Background: an optimization exercise with open tools, aiming at small area, a short achievable clock period and few clock cycles. Do not read the settings as production practice.
Power is estimated from default activity; no workload was simulated.

==> flow/design.v <==
`timescale 1ns / 1ps
module SimpleCPU(clk, rst, data_fromRAM, wrEn, addr_toRAM, data_toRAM, pCounter);
parameter SIZE = 10;
input clk, rst;
input wire [15:0] data_fromRAM;
output reg wrEn;
output reg [SIZE-1:0] addr_toRAM;
output wire [15:0] data_toRAM;
output reg [SIZE-1:0] pCounter;
localparam S_D = 3'd0;    
localparam S_E = 3'd1;    
localparam S_F = 3'd2;    
localparam S_I = 3'd3;    
localparam S_M = 3'd4;    
reg [2:0]  state, stateNext;
reg [2:0]  op, opNext;
reg [15:0] W, WNext;
reg [9:0]  S4, S4Next;      
reg        s4v, s4vNext;
reg        pend, pendNext;  
reg [15:0] Mreg;
reg [15:0] acc;
reg [1:0]  cnt, cntNext;
reg [9:0]  pcNext;
wire [15:0] I     = data_fromRAM;
wire [2:0]  iop   = I[15:13];
wire        azero = (I[12:0] == 13'd0);
wire [9:0]  pc1   = pCounter + 10'd1;
wire        Wz    = (W == 16'd0);
assign data_toRAM = W;
wire [15:0] M = data_fromRAM;
wire        sh_zero = (|M[15:5]) | (M[4] & ~|M[3:0]);
wire [15:0] Wrev, sh_in, sh_out, sh_rev;
genvar g;
generate for (g = 0; g < 16; g = g + 1) begin : rv
  assign Wrev[g] = W[15-g];
  assign sh_rev[g] = sh_out[15-g];
end endgenerate
assign sh_in  = M[4] ? Wrev : W;
assign sh_out = sh_in >> M[3:0];
wire [15:0] srl_res = sh_zero ? 16'd0 : (M[4] ? sh_rev : sh_out);
reg [15:0] alu;
always @* begin
  case (op)
    3'd0: alu = W + M;
    3'd1: alu = ~(W & M);
    3'd2: alu = srl_res;
    3'd3: alu = {15'd0, W < M};
    default: alu = M;
  endcase
end
wire [3:0] nib = Mreg[15:12];    
wire [15:0] accs = {acc[11:0], 4'd0};    
wire [15:0] prod = accs + (nib[0] ? W : 16'd0) + (nib[1] ? {W[14:0], 1'b0} : 16'd0)
                 + (nib[2] ? {W[13:0], 2'd0} : 16'd0) + (nib[3] ? {W[12:0], 3'd0} : 16'd0);
wire inD = (state == S_D);
wire inE = (state == S_E);
wire inI = (state == S_I);
wire inM = (state == S_M);
wire inF = (state == S_F);
wire d_bz    = (iop == 3'd4);
wire d_st    = (iop == 3'd6);
wire dq      = inD;
wire bzq     = dq & ~pend & ~Wz;          
wire t_bznt  = bzq & d_bz;
wire eaq     = dq & ~t_bznt;
wire e_bzt   = (op == 3'd4) & Wz;         
wire rI      = (inE & e_bzt) | inI;
wire rP1     = (inE & ~e_bzt & (op != 3'd7)) | (inM & (cnt == 2'd2));
wire rP      = (inE & (op == 3'd7)) | (inM & (cnt != 2'd2)) | inF;
always @* begin
  addr_toRAM = ({10{eaq}} & (I[9:0] | ({10{azero}} & S4)))
             | ({10{rI}} & I[9:0])
             | ({10{t_bznt | rP1}} & pc1)
             | ({10{rP}} & pCounter);
  wrEn = ~rst & ((dq & ~pend & d_st & ~(azero & ~s4v)) | (inI & (op == 3'd6)));
end
always @(posedge clk) begin
  state    <= stateNext;
  pCounter <= pcNext;
  op       <= opNext;
  W        <= WNext;
  S4       <= S4Next;
  s4v      <= s4vNext;
  pend     <= pendNext;
  acc      <= inE ? 16'd0 : prod;
  cnt      <= cntNext;
  Mreg     <= inM ? {Mreg[11:0], 4'd0} : data_fromRAM;
end
wire [9:0] ea_d = I[9:0] | ({10{azero}} & S4);
always @* begin
  stateNext = state;
  pcNext    = pCounter;
  opNext    = op;
  WNext     = pend ? prod : W;
  S4Next    = S4;
  s4vNext   = s4v;
  pendNext  = 1'b0;
  cntNext   = 2'd0;
  if (rst) begin
    stateNext = S_F;
    pcNext    = 10'd0;
    S4Next    = 10'd4;
    s4vNext   = 1'b0;
  end else begin
    case (state)
      S_D: begin
        opNext = iop;
        if (t_bznt) begin                      
          pcNext    = pc1;
          stateNext = S_D;
        end else if (azero && !s4v) begin      
          stateNext = S_I;
        end else if (d_st) begin               
          stateNext = S_F;
          if (!pend) begin                     
            pcNext = pc1;
            if (ea_d == 10'd4) begin
              S4Next  = W[9:0];
              s4vNext = 1'b1;
            end
          end
        end else begin
          stateNext = S_E;
        end
      end
      S_I: begin
        S4Next  = I[9:0];
        s4vNext = 1'b1;
        if (op == 3'd6) begin
          pcNext    = pc1;
          stateNext = S_F;
          if (I[9:0] == 10'd4) S4Next = W[9:0];
        end else begin
          stateNext = S_E;
        end
      end
      S_E: begin
        stateNext = S_D;
        if (op == 3'd4) begin                  
          pcNext = Wz ? M[9:0] : pc1;
        end else if (op == 3'd7) begin         
          stateNext = S_M;
        end else begin
          WNext  = alu;
          pcNext = pc1;
        end
      end
      S_M: begin
        cntNext = cnt + 2'd1;
        if (cnt == 2'd2) begin                 
          pcNext    = pc1;
          pendNext  = 1'b1;
          stateNext = S_D;
        end
      end
      default: begin                           
        stateNext = S_D;
      end
    endcase
  end
end
endmodule
Settings: LEC_CHECK=0, CAP_MARGIN=20, CORE_MARGIN=2, CORE_UTILIZATION=40, SETUP_SLACK_MARGIN=3.3, SLEW_MARGIN=20; clock period 7.0 ns.
run.sh (not shown) runs the stock make flow with config.mk's settings and CLKGATE_MAP_FILE= SYNTH_SCRIPT=/design/flow/synth_recipe.tcl, a recipe that flattens the netlist after the stock synthesis.
Rerun with:
--- a/flow/design.v
+++ b/flow/design.v
@@ -59,22 +59,22 @@
 wire inM = (state == S_M);
 wire inF = (state == S_F);
 wire d_bz    = (iop == 3'd4);
 wire d_st    = (iop == 3'd6);
-wire dq      = inD;
+wire dq      = ~rst & inD;
 wire bzq     = dq & ~pend & ~Wz;          
 wire t_bznt  = bzq & d_bz;
 wire eaq     = dq & ~t_bznt;
 wire e_bzt   = (op == 3'd4) & Wz;         
-wire rI      = (inE & e_bzt) | inI;
-wire rP1     = (inE & ~e_bzt & (op != 3'd7)) | (inM & (cnt == 2'd2));
-wire rP      = (inE & (op == 3'd7)) | (inM & (cnt != 2'd2)) | inF;
+wire rI      = ~rst & ((inE & e_bzt) | inI);
+wire rP1     = ~rst & ((inE & ~e_bzt & (op != 3'd7)) | (inM & (cnt == 2'd2)));
+wire rP      = ~rst & ((inE & (op == 3'd7)) | (inM & (cnt != 2'd2)) | inF);
 always @* begin
   addr_toRAM = ({10{eaq}} & (I[9:0] | ({10{azero}} & S4)))
              | ({10{rI}} & I[9:0])
              | ({10{t_bznt | rP1}} & pc1)
              | ({10{rP}} & pCounter);
-  wrEn = ~rst & ((dq & ~pend & d_st & ~(azero & ~s4v)) | (inI & (op == 3'd6)));
+  wrEn = (dq & ~pend & d_st & ~(azero & ~s4v)) | (~rst & inI & (op == 3'd6));
 end
 always @(posedge clk) begin
   state    <= stateNext;
   pCounter <= pcNext;
@@ -97,9 +97,9 @@
   s4vNext   = s4v;
   pendNext  = 1'b0;
   cntNext   = 2'd0;
   if (rst) begin
-    stateNext = S_F;
+    stateNext = S_D;
     pcNext    = 10'd0;
     S4Next    = 10'd4;
     s4vNext   = 1'b0;
   end else begin
Setup slack is worse by 320 ps.
Worst hold slack stays flat.
First-iteration DRC count increases by 31%.
Clock skew grows by 6.6 ps.
Die area shrinks by 2.2%.
Wire length fell by 4.0%.
Sequential share of layout area goes up by 0.26 points.
Fmax is lower by 6.7%.
Register-to-register slack improves by 300 ps.
Clock-buffer cell count shrinks by 3.
Power increases by 39%.
Synthesized area goes down by 2.3%.
Non-clock buffer count rose by 2.
Synthesized cell count goes down by 0.40%.
No functional check of the RTL was part of any run of this note.

-- static timing again, ports no longer ideal --
The flow's constraints put no driver on any port. The routed layouts listed below were extracted and timed again, unchanged, in two steps. Step 1: set_driving_cell puts a clkbuf_16 on clk and a buf_2 on each other input, an assumption about the parent block. Step 2 also shifts input and output timing later by t, the mid clock arrival at the registers, as if the neighbouring blocks saw the same clock. Three values: ideal ports, drivers, drivers and shift; two values: the first two.
| run | shift t [ns] | setup WS [ns] | slew at the worst register clock pin (ns) | pins driven straight from the clock port |
|---|---|---|---|---|
| the first run | 0.393 | 2.491 / 2.452 / 2.126 | 0.06 / 0.06 | 1 |
| the second run | 0.400 | 2.168 / 2.133 / 2.133 | 0.07 / 0.07 | 1 |
After both steps setup and hold are still met in every run listed. For the first run, which loses most, drivers alone change the setup slack by -0.039 ns; drivers and shift together by -0.365 ns.
